What follows belongs to an exercise in optimizing a design on an open flow for small area; a production flow would make more cautious choices.
Function was checked by simulation only, so behaviour that the tests miss may differ from the original.

Setup of the baseline:
==> flow/design.v <==
module step_engine(W, d, blk, tgt, src, M, ran);
input [63:0] W;
input d, blk;
output [15:0] tgt, src;
output [3:0] M;
output ran;
wire [15:0] z;
genvar g;
generate for (g = 0; g < 16; g = g + 1) begin : zc
	assign z[g] = (W[g*4 +: 4] == 4'd0);
end endgenerate
wire [11:0] e;
wire [11:0] eqm;   
generate for (g = 0; g < 12; g = g + 1) begin : pr
	localparam integer L = g / 3, J = g % 3;
	wire [3:0] X = W[(L*4+J)*4 +: 4];
	wire [3:0] Y = W[(L*4+J+1)*4 +: 4];
	assign eqm[g] = (X == Y) && !z[L*4+J] && (X != 4'b1100);    
	assign e[g] = eqm[g] || (d ? (z[L*4+J+1] && !z[L*4+J]) : (z[L*4+J] && !z[L*4+J+1]));
end endgenerate
wire [3:0] la;    
wire [3:0] lok;   
wire [11:0] f;    
generate for (g = 0; g < 4; g = g + 1) begin : ln
	assign la[g] = |e[g*3 +: 3];
	if (g == 0) assign lok[g] = !blk;
	else assign lok[g] = lok[g-1] && !la[g-1];
	assign f[g*3+0] = lok[g] && e[g*3+0] && (d ? !(e[g*3+1] || e[g*3+2]) : 1'b1);
	assign f[g*3+1] = lok[g] && e[g*3+1] && (d ? !e[g*3+2] : !e[g*3+0]);
	assign f[g*3+2] = lok[g] && e[g*3+2] && (d ? 1'b1 : !(e[g*3+0] || e[g*3+1]));
	assign tgt[g*4+0] = !d && f[g*3+0];
	assign tgt[g*4+1] = d ? f[g*3+0] : f[g*3+1];
	assign tgt[g*4+2] = d ? f[g*3+1] : f[g*3+2];
	assign tgt[g*4+3] = d && f[g*3+2];
	assign src[g*4+0] = d && f[g*3+0];
	assign src[g*4+1] = d ? f[g*3+1] : f[g*3+0];
	assign src[g*4+2] = d ? f[g*3+2] : f[g*3+1];
	assign src[g*4+3] = !d && f[g*3+2];
end endgenerate
assign ran = !blk && (|la);
reg [3:0] S;
wire tnz;
integer i;
always @* begin
	S = 4'd0;
	for (i = 0; i < 16; i = i + 1) begin
		S = S | ({4{src[i]}} & W[i*4 +: 4]);
	end
end
function [3:0] dbl;
	input [3:0] c;
	case (c)
		4'b0011: dbl = 4'b0110;
		4'b0110: dbl = 4'b0101;
		4'b0101: dbl = 4'b0010;
		4'b0010: dbl = 4'b0001;
		4'b0001: dbl = 4'b0100;
		4'b0100: dbl = 4'b1000;
		4'b1000: dbl = 4'b1001;
		4'b1001: dbl = 4'b1010;
		4'b1010: dbl = 4'b1011;
		default: dbl = 4'b1100;
	endcase
endfunction
assign tnz = |(f & eqm);
assign M = tnz ? dbl(S) : S;
endmodule
module Runner2048 (board_clk, VGA_R, VGA_G, VGA_B, hsync, vsync, clk, blank_n, rst, inputnums);
input board_clk, rst;
input [3:0] inputnums;
output hsync, vsync, clk, blank_n;
output [7:0] VGA_R, VGA_G, VGA_B;
reg a, clk_q;
always @(posedge board_clk or posedge rst)
	if (rst) begin a <= 1'b0; clk_q <= 1'b0; end
	else begin a <= ~a; clk_q <= a; end
assign clk = clk_q;
wire ce = a;
reg [9:0] x, y;
wire x_end = x[9] & x[8] & x[4] & x[3] & x[0];    
wire y_end = y[9] & y[3] & y[2] & y[0];           
always @(posedge board_clk or posedge rst)
	if (rst) begin x <= 10'd0; y <= 10'd0; end
	else if (ce) begin
		x <= x_end ? 10'd0 : x + 10'd1;
		if (x_end) y <= y_end ? 10'd0 : y + 10'd1;
	end
wire sa = (x >= 10'd1) && (x <= 10'd640) && (y < 10'd480);
assign blank_n = sa;
assign hsync = ~((x >= 10'd656) && (x <= 10'd747));
assign vsync = ~((x != 10'd0) ? (y == 10'd490 || y == 10'd491) : (y == 10'd491 || y == 10'd492));
wire cv = (x >= 10'd53) && (x <= 10'd551) && (x != 10'd177) && (x != 10'd302) && (x != 10'd427);
wire rv = (y >= 10'd51) && (y <= 10'd449) && (y != 10'd150) && (y != 10'd250) && (y != 10'd350);
wire [1:0] ci = {x > 10'd302, (x > 10'd177 && x < 10'd302) || x > 10'd427};
wire [1:0] ri = {y > 10'd250, (y > 10'd150 && y < 10'd250) || y > 10'd350};
reg [63:0] B;    
reg [63:0] V;    
reg [2:0] state, NS;
reg tq;
localparam [2:0] START = 3'b000, REVERSETRANSLATE = 3'b001, CHECK = 3'b010,
                 MOVEUP = 3'b100, MOVEDOWN = 3'b101, MOVELEFT = 3'b110, MOVERIGHT = 3'b111;
wire [63:0] BT, VT;    
genvar gr, gc;
generate for (gr = 0; gr < 4; gr = gr + 1) begin : tr
	for (gc = 0; gc < 4; gc = gc + 1) begin : tc
		assign BT[(gc*4+gr)*4 +: 4] = B[(gr*4+gc)*4 +: 4];
		assign VT[(gr*4+gc)*4 +: 4] = V[(gc*4+gr)*4 +: 4];
	end
end endgenerate
wire vert = state[2] && !state[1];
wire horz = state[2] && state[1];
wire d = state[0];
wire [15:0] tgt, src;
wire [3:0] M;
wire ran;
step_engine eng(.W(vert ? V : B), .d(d), .blk(tq), .tgt(tgt), .src(src), .M(M), .ran(ran));
wire idle_in = !(inputnums == 4'b0111 || inputnums == 4'b1011 || inputnums == 4'b1101 || inputnums == 4'b1110);
wire copy = (state == START) && idle_in;           
wire rev = (state == REVERSETRANSLATE);           
wire chk_go = (state == CHECK) && (inputnums == 4'b1111);
reg [15:0] ins;
reg seen;
integer i;
always @* begin
	seen = tq;
	for (i = 0; i < 16; i = i + 1) begin
		ins[i] = chk_go && !seen && (B[i*4 +: 4] == 4'd0);
		seen = seen || (B[i*4 +: 4] == 4'd0);
	end
end
wire [15:0] wB = horz ? (tgt | src) : 16'd0;    
wire [15:0] wV = vert ? (tgt | src) : 16'd0;    
wire [3:0] MI = chk_go ? 4'b0011 : M;           
reg [63:0] Bn, Vn;
always @* begin
	for (i = 0; i < 16; i = i + 1) begin
		Bn[i*4 +: 4] = ({4{!(rev || wB[i] || ins[i])}} & B[i*4 +: 4]) |
		               ({4{rev}} & VT[i*4 +: 4]) |
		               ({4{(horz && tgt[i]) || ins[i]}} & MI);
		Vn[i*4 +: 4] = ({4{!(copy || wV[i])}} & V[i*4 +: 4]) |
		               ({4{copy}} & BT[i*4 +: 4]) |
		               ({4{vert && tgt[i]}} & M);
	end
end
reg [2:0] NSn;
reg tn;
always @* begin
	NSn = NS; tn = tq;
	case (state)
		START:
			case (inputnums)
				4'b0111: NSn = MOVEUP;
				4'b1011: NSn = MOVEDOWN;
				4'b1101: NSn = MOVELEFT;
				4'b1110: NSn = MOVERIGHT;
				default: begin NSn = START; tn = 1'b0; end
			endcase
		REVERSETRANSLATE: begin tn = 1'b0; NSn = CHECK; end
		MOVEUP:    begin NSn = ran ? MOVEUP : REVERSETRANSLATE; tn = 1'b0; end
		MOVEDOWN:  begin NSn = ran ? MOVEDOWN : REVERSETRANSLATE; tn = 1'b0; end
		MOVELEFT:  begin NSn = ran ? MOVELEFT : CHECK; tn = 1'b0; end
		MOVERIGHT: begin NSn = ran ? MOVERIGHT : CHECK; tn = 1'b0; end
		CHECK:
			if (inputnums == 4'b1111) begin
				tn = seen;
				NSn = START;
			end else
				NSn = CHECK;
		default: ;
	endcase
end
always @(posedge board_clk or posedge rst)
	if (rst) begin
		B <= 64'd0; V <= 64'd0; NS <= START; state <= START; tq <= 1'b0;
	end else begin
		B <= Bn; V <= Vn; NS <= NSn; state <= NS; tq <= tn;
	end
reg game_over, win;
integer r, c;
always @* begin
	game_over = 1'b1;
	win = 1'b0;
	for (i = 0; i < 16; i = i + 1) begin
		if (B[i*4 +: 4] == 4'd0) game_over = 1'b0;
		if (B[i*4 +: 4] == 4'b1001) win = 1'b1;
	end
	for (r = 0; r < 4; r = r + 1)
		for (c = 0; c < 3; c = c + 1) begin
			if (B[(r*4+c)*4 +: 4] == B[(r*4+c+1)*4 +: 4]) game_over = 1'b0;
			if (B[(c*4+r)*4 +: 4] == B[((c+1)*4+r)*4 +: 4]) game_over = 1'b0;
		end
end
wire [3:0] tsel = B[{ri, ci}*4 +: 4];
wire any = cv && rv;
reg Rn, Gn, Bcn;
always @* begin
	if (game_over) begin Rn = sa; Gn = 1'b0; Bcn = 1'b0; end
	else if (win) begin Rn = 1'b0; Gn = sa; Bcn = 1'b0; end
	else begin
		Rn = any && !tsel[3] && !tsel[2];
		Gn = any && !tsel[3] && !tsel[1];
		Bcn = any && !tsel[3] && !tsel[0];
	end
end
reg R1, G1, B1, R2, G2, B2;
always @(posedge board_clk or posedge rst)
	if (rst) begin
		R1 <= 1'b0; G1 <= 1'b0; B1 <= 1'b0; R2 <= 1'b0; G2 <= 1'b0; B2 <= 1'b0;
	end else if (ce) begin
		R1 <= Rn; G1 <= Gn; B1 <= Bcn;
		R2 <= R1; G2 <= G1; B2 <= B1;
	end
assign VGA_R = {8{R2}};
assign VGA_G = {8{G2}};
assign VGA_B = {8{B2}};
endmodule
clock: 20.0 ns
lec_check: 0
abc_area: 1
cap_margin: 0
core_margin: 2
core_utilization: 40
slew_margin: 0
standard.sh (not shown) runs the stock make flow with config.mk's settings and CLKGATE_MAP_FILE= SYNTH_SCRIPT=/design/flow/synth_recipe.tcl, a recipe that flattens the netlist after the stock synthesis.
==> flow/flow/run.sh <==
#!/bin/bash
# Own flow: the standard layout (standard.sh) with these changes:
# - synthesis maps the logic with an area-oriented ABC script (flow/area.abc)
#   in place of ORFS's, and buffers repeated output nets with buf_1; all
#   before ABC (registers, their names and cells) is the standard flow's;
# - the clock tree uses clkbuf_8 and no dummy loads;
# - each port's buffer is a buf_1.
# Each tool's output goes to synth.log and layout.log here (ORFS's own logs
# are under orfs/logs).
set -euo pipefail
W=$(pwd)
# ORFS's synth.tcl with only the ABC script swapped
sed 's#^\(\s*\)log_cmd abc {\*}\$abc_args#\1log_cmd abc {*}[lreplace $abc_args 1 1 '"$W"'/flow/area.abc]#' \
  "$FLOW_HOME/scripts/synth.tcl" > "$W/synth_area.tcl"
grep -q "flow/area.abc" "$W/synth_area.tcl"
# outputs that repeat another output's net get a buf_1 (not buf_4) from insbuf
sed -i 's#^\(\s*\)insbuf -buf {\*}\$::env(MIN_BUF_CELL_AND_PORTS)#\1insbuf -buf sky130_fd_sc_hd__buf_1 A X#' "$W/synth_area.tcl"
grep -q "insbuf -buf sky130_fd_sc_hd__buf_1 A X" "$W/synth_area.tcl"
sed "s#\$::env(SCRIPTS_DIR)/synth.tcl#$W/synth_area.tcl#" synth_recipe.tcl > "$W/synth_recipe_area.tcl"
grep -q "synth_area.tcl" "$W/synth_recipe_area.tcl"
sed "s#SYNTH_SCRIPT=[^ ]*#SYNTH_SCRIPT=$W/synth_recipe_area.tcl#" standard.sh > "$W/standard_area.sh"
grep -q "synth_recipe_area.tcl" "$W/standard_area.sh"
bash "$W/standard_area.sh" synth > "$W/synth.log" 2>&1
# clock tree: no dummy loads, smaller clock buffers
export CTS_ARGS="-sink_clustering_enable -repair_clock_nets -dont_use_dummy_load -buf_list sky130_fd_sc_hd__clkbuf_8"
# ports: each gets a plain buf_1 as its buffer
export BUFFER_PORTS_ARGS="-buffer_cell sky130_fd_sc_hd__buf_1"
bash standard.sh finish > "$W/layout.log" 2>&1
test -f out/final.def
==> flow/flow/area.abc <==
strash
&get -n
&deepsyn -I 1 -J 20
&put
strash
&get -n
&dch -f
&nf -R 1000
&put
> inputs changed (the baseline -> the candidate)
diff --git a/flow/design.v b/flow/design.v
--- a/flow/design.v
+++ b/flow/design.v
@@ -7,19 +7,18 @@
 wire [15:0] z;
 genvar g;
 generate for (g = 0; g < 16; g = g + 1) begin : zc
 	assign z[g] = (W[g*4 +: 4] == 4'd0);
 end endgenerate
 wire [11:0] e;
-wire [11:0] eqm;   
 generate for (g = 0; g < 12; g = g + 1) begin : pr
 	localparam integer L = g / 3, J = g % 3;
 	wire [3:0] X = W[(L*4+J)*4 +: 4];
 	wire [3:0] Y = W[(L*4+J+1)*4 +: 4];
-	assign eqm[g] = (X == Y) && !z[L*4+J] && (X != 4'b1100);    
-	assign e[g] = eqm[g] || (d ? (z[L*4+J+1] && !z[L*4+J]) : (z[L*4+J] && !z[L*4+J+1]));
+	wire eqm = (X == Y) && !z[L*4+J] && (X != 4'b1100);    
+	assign e[g] = eqm || (d ? (z[L*4+J+1] && !z[L*4+J]) : (z[L*4+J] && !z[L*4+J+1]));
 end endgenerate
 wire [3:0] la;    
 wire [3:0] lok;   
 wire [11:0] f;    
 generate for (g = 0; g < 4; g = g + 1) begin : ln
 	assign la[g] = |e[g*3 +: 3];
@@ -36,18 +35,20 @@
 	assign src[g*4+1] = d ? f[g*3+1] : f[g*3+0];
 	assign src[g*4+2] = d ? f[g*3+2] : f[g*3+1];
 	assign src[g*4+3] = !d && f[g*3+2];
 end endgenerate
 assign ran = !blk && (|la);
 reg [3:0] S;
-wire tnz;
+reg tnz;
 integer i;
 always @* begin
 	S = 4'd0;
+	tnz = 1'b0;
 	for (i = 0; i < 16; i = i + 1) begin
 		S = S | ({4{src[i]}} & W[i*4 +: 4]);
+		tnz = tnz | (tgt[i] && !z[i]);
 	end
 end
 function [3:0] dbl;
 	input [3:0] c;
 	case (c)
 		4'b0011: dbl = 4'b0110;
@@ -59,13 +60,12 @@
 		4'b1000: dbl = 4'b1001;
 		4'b1001: dbl = 4'b1010;
 		4'b1010: dbl = 4'b1011;
 		default: dbl = 4'b1100;
 	endcase
 endfunction
-assign tnz = |(f & eqm);
 assign M = tnz ? dbl(S) : S;
 endmodule
 module Runner2048 (board_clk, VGA_R, VGA_G, VGA_B, hsync, vsync, clk, blank_n, rst, inputnums);
 input board_clk, rst;
 input [3:0] inputnums;
 output hsync, vsync, clk, blank_n;
==> comparison <==
- Area of the multi-input gates for the candidate: about 2.3% down relative to the baseline
- From the baseline to the candidate, maximum buffer depth of the clock tree did not move at all.
- On the candidate: non-clock buffer count is 3 higher than what the baseline gave.
- Looking at final cycle utilization of the critical path, the candidate sits 5.7 points higher than the baseline does.
- The candidate — final core utilization 0.53 points lower, the baseline as reference
- Looking at end point of the critical path, the B[55] result is from the candidate; the B[37] one comes from the baseline.
- Largest incremental delay on the critical path, the candidate and the baseline: smaller value in the baseline


== red ==
Runner2048 with an RTL version that a note above also has.
Size: ~1,400 cells after synthesis, roughly 160 flip-flops, about 34 I/O pins, about 12,000 µm² of cells after synthesis.
==> module Runner2048, before the edit <==
module Runner2048 (board_clk, VGA_R, VGA_G, VGA_B, hsync, vsync, clk, blank_n, rst, inputnums);
input board_clk, rst;
input [3:0] inputnums;
output hsync, vsync, clk, blank_n;
output [7:0] VGA_R, VGA_G, VGA_B;
reg a, clk_q;
always @(posedge board_clk or posedge rst)
	if (rst) begin a <= 1'b0; clk_q <= 1'b0; end
	else begin a <= ~a; clk_q <= a; end
assign clk = clk_q;
wire ce = a;
reg [9:0] x, y;
wire x_end = x[9] & x[8] & x[4] & x[3] & x[0];    
wire y_end = y[9] & y[3] & y[2] & y[0];           
always @(posedge board_clk or posedge rst)
	if (rst) begin x <= 10'd0; y <= 10'd0; end
	else if (ce) begin
		x <= x_end ? 10'd0 : x + 10'd1;
		if (x_end) y <= y_end ? 10'd0 : y + 10'd1;
	end
wire sa = (x >= 10'd1) && (x <= 10'd640) && (y < 10'd480);
assign blank_n = sa;
assign hsync = ~((x >= 10'd656) && (x <= 10'd747));
assign vsync = ~((x != 10'd0) ? (y == 10'd490 || y == 10'd491) : (y == 10'd491 || y == 10'd492));
wire cv = (x >= 10'd53) && (x <= 10'd551) && (x != 10'd177) && (x != 10'd302) && (x != 10'd427);
wire rv = (y >= 10'd51) && (y <= 10'd449) && (y != 10'd150) && (y != 10'd250) && (y != 10'd350);
wire [1:0] ci = {x > 10'd302, (x > 10'd177 && x < 10'd302) || x > 10'd427};
wire [1:0] ri = {y > 10'd250, (y > 10'd150 && y < 10'd250) || y > 10'd350};
reg [63:0] B;    
reg [63:0] V;    
reg [2:0] state, NS;
reg tq;
localparam [2:0] START = 3'b000, REVERSETRANSLATE = 3'b001, CHECK = 3'b010,
                 MOVEUP = 3'b100, MOVEDOWN = 3'b101, MOVELEFT = 3'b110, MOVERIGHT = 3'b111;
wire [63:0] BT, VT;    
genvar gr, gc;
generate for (gr = 0; gr < 4; gr = gr + 1) begin : tr
	for (gc = 0; gc < 4; gc = gc + 1) begin : tc
		assign BT[(gc*4+gr)*4 +: 4] = B[(gr*4+gc)*4 +: 4];
		assign VT[(gr*4+gc)*4 +: 4] = V[(gc*4+gr)*4 +: 4];
	end
end endgenerate
wire vert = state[2] && !state[1];
wire horz = state[2] && state[1];
wire d = state[0];
wire [15:0] tgt, src;
wire [3:0] M;
wire ran;
step_engine eng(.W(vert ? V : B), .d(d), .blk(tq), .tgt(tgt), .src(src), .M(M), .ran(ran));
wire idle_in = !(inputnums == 4'b0111 || inputnums == 4'b1011 || inputnums == 4'b1101 || inputnums == 4'b1110);
wire copy = (state == START) && idle_in;           
wire rev = (state == REVERSETRANSLATE);           
wire chk_go = (state == CHECK) && (inputnums == 4'b1111);
reg [15:0] ins;
reg seen;
integer i;
always @* begin
	seen = tq;
	for (i = 0; i < 16; i = i + 1) begin
		ins[i] = chk_go && !seen && (B[i*4 +: 4] == 4'd0);
		seen = seen || (B[i*4 +: 4] == 4'd0);
	end
end
wire [15:0] wB = horz ? (tgt | src) : 16'd0;    
wire [15:0] wV = vert ? (tgt | src) : 16'd0;    
wire [3:0] MI = chk_go ? 4'b0011 : M;           
reg [63:0] Bn, Vn;
always @* begin
	for (i = 0; i < 16; i = i + 1) begin
		Bn[i*4 +: 4] = ({4{!(rev || wB[i] || ins[i])}} & B[i*4 +: 4]) |
		               ({4{rev}} & VT[i*4 +: 4]) |
		               ({4{(horz && tgt[i]) || ins[i]}} & MI);
		Vn[i*4 +: 4] = ({4{!(copy || wV[i])}} & V[i*4 +: 4]) |
		               ({4{copy}} & BT[i*4 +: 4]) |
		               ({4{vert && tgt[i]}} & M);
	end
end
reg [2:0] NSn;
reg tn;
always @* begin
	NSn = NS; tn = tq;
	case (state)
		START:
			case (inputnums)
				4'b0111: NSn = MOVEUP;
				4'b1011: NSn = MOVEDOWN;
				4'b1101: NSn = MOVELEFT;
				4'b1110: NSn = MOVERIGHT;
				default: begin NSn = START; tn = 1'b0; end
			endcase
		REVERSETRANSLATE: begin tn = 1'b0; NSn = CHECK; end
		MOVEUP:    begin NSn = ran ? MOVEUP : REVERSETRANSLATE; tn = 1'b0; end
		MOVEDOWN:  begin NSn = ran ? MOVEDOWN : REVERSETRANSLATE; tn = 1'b0; end
		MOVELEFT:  begin NSn = ran ? MOVELEFT : CHECK; tn = 1'b0; end
		MOVERIGHT: begin NSn = ran ? MOVERIGHT : CHECK; tn = 1'b0; end
		CHECK:
			if (inputnums == 4'b1111) begin
				tn = seen;
				NSn = START;
			end else
				NSn = CHECK;
		default: ;
	endcase
end
always @(posedge board_clk or posedge rst)
	if (rst) begin
		B <= 64'd0; V <= 64'd0; NS <= START; state <= START; tq <= 1'b0;
	end else begin
		B <= Bn; V <= Vn; NS <= NSn; state <= NS; tq <= tn;
	end
reg game_over, win;
integer r, c;
always @* begin
	game_over = 1'b1;
	win = 1'b0;
	for (i = 0; i < 16; i = i + 1) begin
		if (B[i*4 +: 4] == 4'd0) game_over = 1'b0;
		if (B[i*4 +: 4] == 4'b1001) win = 1'b1;
	end
	for (r = 0; r < 4; r = r + 1)
		for (c = 0; c < 3; c = c + 1) begin
			if (B[(r*4+c)*4 +: 4] == B[(r*4+c+1)*4 +: 4]) game_over = 1'b0;
			if (B[(c*4+r)*4 +: 4] == B[((c+1)*4+r)*4 +: 4]) game_over = 1'b0;
		end
end
wire [3:0] tsel = B[{ri, ci}*4 +: 4];
wire any = cv && rv;
reg Rn, Gn, Bcn;
always @* begin
	if (game_over) begin Rn = sa; Gn = 1'b0; Bcn = 1'b0; end
	else if (win) begin Rn = 1'b0; Gn = sa; Bcn = 1'b0; end
	else begin
		Rn = any && !tsel[3] && !tsel[2];
		Gn = any && !tsel[3] && !tsel[1];
		Bcn = any && !tsel[3] && !tsel[0];
	end
end
reg R1, G1, B1, R2, G2, B2;
always @(posedge board_clk or posedge rst)
	if (rst) begin
		R1 <= 1'b0; G1 <= 1'b0; B1 <= 1'b0; R2 <= 1'b0; G2 <= 1'b0; B2 <= 1'b0;
	end else if (ce) begin
		R1 <= Rn; G1 <= Gn; B1 <= Bcn;
		R2 <= R1; G2 <= G1; B2 <= B1;
	end
assign VGA_R = {8{R2}};
assign VGA_G = {8{G2}};
assign VGA_B = {8{B2}};
endmodule
==> flow/config.mk <==
export PLATFORM = sky130hd
export DESIGN_NAME = Runner2048
export DESIGN_NICKNAME = Runner2048
export VERILOG_FILES = /design/flow/design.v
export SDC_FILE = /design/flow/constraint.sdc
export NUM_CORES = 4
export LEC_CHECK = 0
export ABC_AREA = 1
export CAP_MARGIN = 0
export CORE_MARGIN = 2
export CORE_UTILIZATION = 40
export SLEW_MARGIN = 0
==> flow/constraint.sdc <==
create_clock -name core_clock -period 20.0 [get_ports {board_clk}]
set_input_delay 4.0000 -clock core_clock [delete_from_list [all_inputs] [get_ports {board_clk}]]
set_output_delay 4.0000 -clock core_clock [all_outputs]
set_load 0.01 [all_outputs]
==> flow/flow/run.sh <==
#!/bin/bash
# Own flow: the standard layout (standard.sh), except that synthesis maps
# the logic with an area-oriented ABC script (flow/area.abc) in place of
# ORFS's. Everything before ABC (registers, their names and cells) and every
# step after synthesis is the standard flow's.
set -euo pipefail
W=$(pwd)
# ORFS's synth.tcl with only the ABC script swapped
sed 's#^\(\s*\)log_cmd abc {\*}\$abc_args#\1log_cmd abc {*}[lreplace $abc_args 1 1 '"$W"'/flow/area.abc]#' \
  "$FLOW_HOME/scripts/synth.tcl" > "$W/synth_area.tcl"
grep -q "flow/area.abc" "$W/synth_area.tcl"
sed "s#\$::env(SCRIPTS_DIR)/synth.tcl#$W/synth_area.tcl#" synth_recipe.tcl > "$W/synth_recipe_area.tcl"
grep -q "synth_area.tcl" "$W/synth_recipe_area.tcl"
sed "s#SYNTH_SCRIPT=[^ ]*#SYNTH_SCRIPT=$W/synth_recipe_area.tcl#" standard.sh > "$W/standard_area.sh"
grep -q "synth_recipe_area.tcl" "$W/standard_area.sh"
bash "$W/standard_area.sh" synth > "$W/synth.log" 2>&1
# clock tree: no dummy loads, smaller clock buffers
export CTS_ARGS="-sink_clustering_enable -repair_clock_nets -dont_use_dummy_load -buf_list sky130_fd_sc_hd__clkbuf_8"
# ports: each gets a plain buf_1 as its buffer
export BUFFER_PORTS_ARGS="-buffer_cell sky130_fd_sc_hd__buf_1"
bash standard.sh finish > "$W/layout.log" 2>&1
test -f out/final.def
Scripts as last shown in full above: flow/flow/area.abc
Setup changes, red to blue
diff --git a/flow/design.v b/flow/design.v
--- a/flow/design.v
+++ b/flow/design.v
@@ -90,8 +90,13 @@
 assign hsync = ~((x >= 10'd656) && (x <= 10'd747));
 assign vsync = ~((x != 10'd0) ? (y == 10'd490 || y == 10'd491) : (y == 10'd491 || y == 10'd492));
-wire cv = (x >= 10'd53) && (x <= 10'd551) && (x != 10'd177) && (x != 10'd302) && (x != 10'd427);
-wire rv = (y >= 10'd51) && (y <= 10'd449) && (y != 10'd150) && (y != 10'd250) && (y != 10'd350);
-wire [1:0] ci = {x > 10'd302, (x > 10'd177 && x < 10'd302) || x > 10'd427};
-wire [1:0] ri = {y > 10'd250, (y > 10'd150 && y < 10'd250) || y > 10'd350};
+wire [3:0] colv, rowv;
+assign colv[0] = (x >= 10'd53)  && (x <= 10'd176);
+assign colv[1] = (x >= 10'd178) && (x <= 10'd301);
+assign colv[2] = (x >= 10'd303) && (x <= 10'd426);
+assign colv[3] = (x >= 10'd428) && (x <= 10'd551);
+assign rowv[0] = (y >= 10'd51)  && (y <= 10'd149);
+assign rowv[1] = (y >= 10'd151) && (y <= 10'd249);
+assign rowv[2] = (y >= 10'd251) && (y <= 10'd349);
+assign rowv[3] = (y >= 10'd351) && (y <= 10'd449);
 reg [63:0] B;    
 reg [63:0] V;    
@@ -191,6 +196,15 @@
 		end
 end
-wire [3:0] tsel = B[{ri, ci}*4 +: 4];
-wire any = cv && rv;
+reg [3:0] tsel;
+reg any;
+always @* begin
+	tsel = 4'd0;
+	any = 1'b0;
+	for (i = 0; i < 16; i = i + 1)
+		if (rowv[i/4] && colv[i%4]) begin
+			tsel = B[i*4 +: 4];
+			any = 1'b1;
+		end
+end
 reg Rn, Gn, Bcn;
 always @* begin
==> comparison <==
- Synthesized area in blue is 83 µm² above red.
- The final layouts of blue and red pass the timing, design-rule and antenna checks.
- B[43]$_DFF_PP0_ as the capturing element of the worst setup path was reported by red, and B[37]$_DFF_PP0_ by blue.
- Taking red as the reference, in blue inverter count has decreased; largest driver fanout on the critical path now sits lower; share of the synthesized netlist area taken by xor and xnor gates now smaller; proportion of cell area occupied by registers went down; routed wire length climbed 690 µm.
- Setup slack: blue less than red
- Diff blue and red: post-place instance area lower in red

[static timing again, ports no longer ideal]
In the flow no input, the clock included, has a driving cell. The finished layouts below were timed again as built, in two steps. Step 1 sets driving cells, clkbuf_16 on the clock port and buf_2 on the other inputs (assumed; they add their load-dependent delay and slew). Step 2 adds t to the input delays and takes it off the output delays; t is the mean of the earliest and latest rising clock arrival at the registers after step 1. Input paths then give back, and output paths get back, about the clock's delay inside the block. Three values: ideal ports, drivers, drivers and shift; two values: the first two.
| run | shift t [ns] | slack for setup (ns) | worst setup path after step 2 |
|---|---|---|---|
| the baseline | 0.523 | 11.398 / 11.398 / 11.398 | register to register |
| the candidate | 0.509 | 10.254 / 10.254 / 10.254 | register to register |
| red | 0.528 | 10.247 / 10.247 / 10.247 | register to register |
| blue | 0.508 | 9.633 / 9.633 / 9.633 | register to register |
After both steps every run listed still meets setup and hold.
